This design comes from an exercise in tuning for small area on the open sky130 flow, not from production work.
Only simulation tests tie the RTL to the original design; equivalence was not proved.

==> module mult_mem_top, before the edit <==
module mult_mem_top (
    input  logic        clk,
    input  logic        rst,
    input  logic        EN_mult,
    input  logic        EN_blockRead,
    input  logic [15:0] mult_input0,
    input  logic [15:0] mult_input1,
    output logic        RDY_mult,
    output logic        VALID_memVal,
    output logic [31:0] memVal_data
);
    localparam logic [1:0] S_IDLE = 2'd0, S_CAP = 2'd1, S_FULL = 2'd2, S_READ = 2'd3;
    logic [1:0]  st;
    logic [6:0]  cnt;      
    logic [2:0]  rot;      
    logic [7:0]  tsel;     
    logic [63:0][31:0] m;  
    logic [23:0] lo;
    logic [15:0] a0;
    logic [31:0] prod;
    logic        conv;
    mul_lo u_lo (.a(mult_input0), .b(mult_input1[7:0]), .l(lo));
    logic [7:4]  b0;       
    mul_hi u_hi (.a(a0), .b({b0[7:4], m[0][27:24]}), .l(m[0][23:0]), .p(prod));
    logic idle, start, push, chain;
    assign idle  = rst || (st == S_IDLE);
    assign start = idle && EN_mult;
    assign push  = !idle && (st == S_CAP) && !cnt[6];
    assign chain = push || ((st == S_READ) && (cnt != 7'd0) && (rot == 3'd0));
    always_ff @(posedge clk) begin
        if (idle) begin
            RDY_mult     <= 1'b1;
            VALID_memVal <= 1'b0;
            cnt          <= 7'd0;
            st           <= EN_mult ? S_CAP : S_IDLE;
        end else begin
            case (st)
                S_CAP: begin
                    cnt <= cnt + 7'd1;
                    if (cnt == 7'd71) RDY_mult <= 1'b0;
                    if (cnt == 7'd73) st <= S_FULL;
                end
                S_FULL: begin
                    cnt <= 7'd0;
                    if (EN_blockRead) begin
                        st   <= S_READ;
                        tsel <= 8'd1 << (rot + 3'd1);
                    end
                end
                default: begin  
                    VALID_memVal <= 1'b1;
                    cnt <= cnt + 7'd1;
                    if (cnt == 7'd63) begin
                        RDY_mult <= 1'b1;
                        st       <= S_IDLE;
                    end
                end
            endcase
        end
    end
    always_ff @(posedge clk) begin
        if (start)      rot <= 3'd0;
        else if (!chain) rot <= rot + 3'd1;
    end
    always_ff @(posedge clk) begin
        a0   <= mult_input0;
        b0   <= mult_input1[15:12];
        conv <= push;
        for (int g = 0; g < 8; g++) begin
            for (int j = (g == 0) ? 2 : 1; j < 8; j++)
                m[8*g+j] <= m[8*g+j-1];
        end
        m[0] <= push ? {mult_input1[15:8], lo} : m[7];
        m[1] <= conv ? prod : m[0];
        for (int g = 1; g < 8; g++)
            m[8*g] <= chain ? m[8*g-1] : m[8*g+7];
    end
    always_comb begin
        memVal_data = '0;
        for (int i = 0; i < 8; i++)
            memVal_data = memVal_data | (m[56+i] & {32{tsel[i]}});
    end
endmodule
make LEC_CHECK=0 CAP_MARGIN=20 CORE_MARGIN=2 CORE_UTILIZATION=40 SLEW_MARGIN=20 finish   # period 4.5 ns
run.sh (not shown) runs the stock make flow with config.mk's settings and CLKGATE_MAP_FILE= SYNTH_SCRIPT=/design/flow/synth_recipe.tcl, a recipe that flattens the netlist after the stock synthesis.
The first run reached the layout checks and failed them: negative setup slack.
Rerun with:
--- a/flow/design.v
+++ b/flow/design.v
@@ -801,15 +801,14 @@
     logic [1:0]  st;
     logic [6:0]  cnt;      
     logic [2:0]  rot;      
-    logic [7:0]  tsel;     
+    logic [2:0]  tsel;     
     logic [63:0][31:0] m;  
     logic [23:0] lo;
     logic [15:0] a0;
     logic [31:0] prod;
     logic        conv;
     mul_lo u_lo (.a(mult_input0), .b(mult_input1[7:0]), .l(lo));
-    logic [7:4]  b0;       
-    mul_hi u_hi (.a(a0), .b({b0[7:4], m[0][27:24]}), .l(m[0][23:0]), .p(prod));
+    mul_hi u_hi (.a(a0), .b(m[0][31:24]), .l(m[0][23:0]), .p(prod));
     logic idle, start, push, chain;
     assign idle  = rst || (st == S_IDLE);
     assign start = idle && EN_mult;
@@ -832,7 +831,7 @@
                     cnt <= 7'd0;
                     if (EN_blockRead) begin
                         st   <= S_READ;
-                        tsel <= 8'd1 << (rot + 3'd1);
+                        tsel <= rot + 3'd1;
                     end
                 end
                 default: begin  
@@ -852,7 +851,6 @@
     end
     always_ff @(posedge clk) begin
         a0   <= mult_input0;
-        b0   <= mult_input1[15:12];
         conv <= push;
         for (int g = 0; g < 8; g++) begin
             for (int j = (g == 0) ? 2 : 1; j < 8; j++)
@@ -863,9 +861,5 @@
         for (int g = 1; g < 8; g++)
             m[8*g] <= chain ? m[8*g-1] : m[8*g+7];
     end
-    always_comb begin
-        memVal_data = '0;
-        for (int i = 0; i < 8; i++)
-            memVal_data = memVal_data | (m[56+i] & {32{tsel[i]}});
-    end
+    assign memVal_data = m[{3'd7, tsel}];
 endmodule
The changed run completed, yet does not pass: negative setup slack; routed wire length barely changes; final area went up by 1.1%; synthesized cell count went down by 1.6%; critical path depth went up by 2; clock skew went up by 0.016 ns; via count went down by 1.7%; final cell count went down by 0.45%; fmax went down by 1.7%; non-clock buffer count went up by 30; sequential cell count went down by 9; global-route usage hardly moves; die area went up by 0.77%.

---

mult_mem_top, a different RTL version from the one above (not shown whole).
For scale: roughly 3400 cells after synthesis, about 54000 sq um of cells after synthesis.
==> module mult_mem_top, before the edit <==
module mult_mem_top (
    input  logic        clk,
    input  logic        rst,
    input  logic        EN_mult,
    input  logic        EN_blockRead,
    input  logic [15:0] mult_input0,
    input  logic [15:0] mult_input1,
    output logic        RDY_mult,
    output logic        VALID_memVal,
    output logic [31:0] memVal_data
);
    localparam logic [1:0] S_IDLE = 2'd0, S_CAP = 2'd1, S_FULL = 2'd2, S_READ = 2'd3;
    logic [1:0]  st;
    logic [6:0]  cnt;      
    logic [2:0]  rot;      
    logic [7:0]  tsel;     
    logic [63:0][31:0] m;  
    logic [23:0] lo;
    logic [15:0] a0;
    logic [7:4]  b0;       
    logic [31:0] prod;
    logic        conv;
    mul_s0 u_lo (.a(mult_input0), .b(mult_input1[7:0]), .p(lo));
    mul_s1 u_hi (.a(a0), .b({b0[7:4], m[0][27:24]}),
                 .l({m[0][31:24] & {8{!conv}}, m[0][23:0]}), .p(prod));
    logic idle, start, push, chain;
    assign idle  = rst || (st == S_IDLE);
    assign start = idle && EN_mult;
    assign push  = !idle && (st == S_CAP) && !cnt[6];
    assign chain = push || ((st == S_READ) && (cnt != 7'd0) && (rot == 3'd0));
    always_ff @(posedge clk) begin
        if (idle) begin
            RDY_mult     <= 1'b1;
            VALID_memVal <= 1'b0;
            cnt          <= 7'd0;
            st           <= EN_mult ? S_CAP : S_IDLE;
        end else begin
            case (st)
                S_CAP: begin
                    cnt <= cnt + 7'd1;
                    if (cnt == 7'd71) RDY_mult <= 1'b0;
                    if (cnt == 7'd73) st <= S_FULL;
                end
                S_FULL: begin
                    cnt <= 7'd0;
                    if (EN_blockRead) begin
                        st   <= S_READ;
                        tsel <= 8'd1 << (rot + 3'd1);
                    end
                end
                default: begin  
                    VALID_memVal <= 1'b1;
                    cnt <= cnt + 7'd1;
                    if (cnt == 7'd63) begin
                        RDY_mult <= 1'b1;
                        st       <= S_IDLE;
                    end
                end
            endcase
        end
    end
    always_ff @(posedge clk) begin
        if (start)      rot <= 3'd0;
        else if (!chain) rot <= rot + 3'd1;
    end
    logic [63:0][31:0] d;   
    logic [7:0][31:0]  dj;    
    logic [7:0]        sj;    
    logic [7:0][31:0]  aj;    
    logic [7:0][31:0]  bj;
    assign sj[0] = push;
    assign aj[0] = {mult_input1[15:8], lo};
    assign bj[0] = m[7];
    for (genvar g = 1; g < 8; g++) begin : grp
        assign sj[g] = chain;
        assign aj[g] = m[8*g-1];
        assign bj[g] = m[8*g+7];
    end
    for (genvar g = 0; g < 8; g++) begin : gw
        for (genvar k = 0; k < 32; k++) begin : gb
            mux2 u_j (.s(sj[g]), .sn(!sj[g]), .a(aj[g][k]), .b(bj[g][k]), .y(dj[g][k]));
        end
    end
    for (genvar w = 0; w < 64; w++) begin : wd
        if (w == 1)
            assign d[w] = prod;
        else if (w % 8 == 0)
            assign d[w] = dj[w/8];
        else
            assign d[w] = m[w-1];
    end
    always_ff @(posedge clk) begin
        a0   <= push ? mult_input0 : 16'd0;
        b0   <= mult_input1[15:12];
        conv <= push;
        m    <= d;
    end
    always_comb begin
        memVal_data = '0;
        for (int i = 0; i < 8; i++)
            memVal_data = memVal_data | (m[56+i] & {32{tsel[i]}});
    end
endmodule
==> module mux2, before the edit <==
module mux2 (
    input  logic s,
    input  logic sn,
    input  logic a,
    input  logic b,
    output logic y
);
    assign y = (s & a) | (sn & b);
endmodule
export LEC_CHECK = 0
export CAP_MARGIN = 0
export CORE_MARGIN = 2
export CORE_UTILIZATION = 65
export CTS_CLUSTER_DIAMETER = 100
export CTS_CLUSTER_SIZE = 30
export SLEW_MARGIN = 0
export SYNTH_HIERARCHICAL = 1
export SYNTH_MINIMUM_KEEP_SIZE = 0
create_clock -name core_clock -period 4.5 [get_ports {clk}]
==> next run, changes <==
--- a/flow/design.v
+++ b/flow/design.v
@@ -1202,35 +1202,16 @@
         else if (!chain) rot <= rot + 3'd1;
     end
-    logic [63:0][31:0] d;   
-    logic [7:0][31:0]  dj;    
-    logic [7:0]        sj;    
-    logic [7:0][31:0]  aj;    
-    logic [7:0][31:0]  bj;
-    assign sj[0] = push;
-    assign aj[0] = {mult_input1[15:8], lo};
-    assign bj[0] = m[7];
-    for (genvar g = 1; g < 8; g++) begin : grp
-        assign sj[g] = chain;
-        assign aj[g] = m[8*g-1];
-        assign bj[g] = m[8*g+7];
-    end
-    for (genvar g = 0; g < 8; g++) begin : gw
-        for (genvar k = 0; k < 32; k++) begin : gb
-            mux2 u_j (.s(sj[g]), .sn(!sj[g]), .a(aj[g][k]), .b(bj[g][k]), .y(dj[g][k]));
-        end
-    end
-    for (genvar w = 0; w < 64; w++) begin : wd
-        if (w == 1)
-            assign d[w] = prod;
-        else if (w % 8 == 0)
-            assign d[w] = dj[w/8];
-        else
-            assign d[w] = m[w-1];
-    end
     always_ff @(posedge clk) begin
         a0   <= push ? mult_input0 : 16'd0;
         b0   <= mult_input1[15:12];
         conv <= push;
-        m    <= d;
+        for (int g = 0; g < 8; g++) begin
+            for (int j = (g == 0) ? 2 : 1; j < 8; j++)
+                m[8*g+j] <= m[8*g+j-1];
+        end
+        m[0] <= push ? {mult_input1[15:8], lo} : m[7];
+        m[1] <= prod;
+        for (int g = 1; g < 8; g++)
+            m[8*g] <= chain ? m[8*g-1] : m[8*g+7];
     end
     always_comb begin
@@ -1240,11 +1221,2 @@
     end
 endmodule
-module mux2 (
-    input  logic s,
-    input  logic sn,
-    input  logic a,
-    input  logic b,
-    output logic y
-);
-    assign y = (s & a) | (sn & b);
-endmodule
The changed run finished clean.
Register-to-register slack degrades by 20 ps.
Routed wire length falls by 5.0%.
Critical path depth falls by 2.
Worst hold slack degrades by 6.2 ps.
Synthesized cell count rises by 2.8%.

## afterwards: timing with drivers on the ports
No port has a modelled driver above. Below, the same layouts with a new extraction and two added sets of constraints. Step 1 sets driving cells, clkbuf_16 on the clock port and buf_2 on the other inputs (assumed; they add their load-dependent delay and slew). Step 2, shift: input delay + t, output delay - t, t = (earliest + latest rising clock arrival at the registers) / 2. This alone moves slack from input paths to output paths. Slacks: ideal / step 1 / step 2; pairs: ideal / step 1.
run	shift t [ns]	setup WS [ns]	worst setup path after step 2
the first run of note 1	0.807	-0.020 / -0.020 / -0.645	input to register
the second run of note 1	0.817	-0.096 / -0.096 / -0.521	input to register
the first run of note 2	0.712	0.095 / 0.108 / -0.581	input to register
the second run of note 2	0.711	0.087 / 0.087 / -0.526	input to register
With both steps, setup timing fails in the first run of note 2 and the second run of note 2, where it was met with ideal ports. The setup slack of the first run of note 2, which loses most, moves by +0.013 ns with the drivers and by -0.676 ns with both steps.
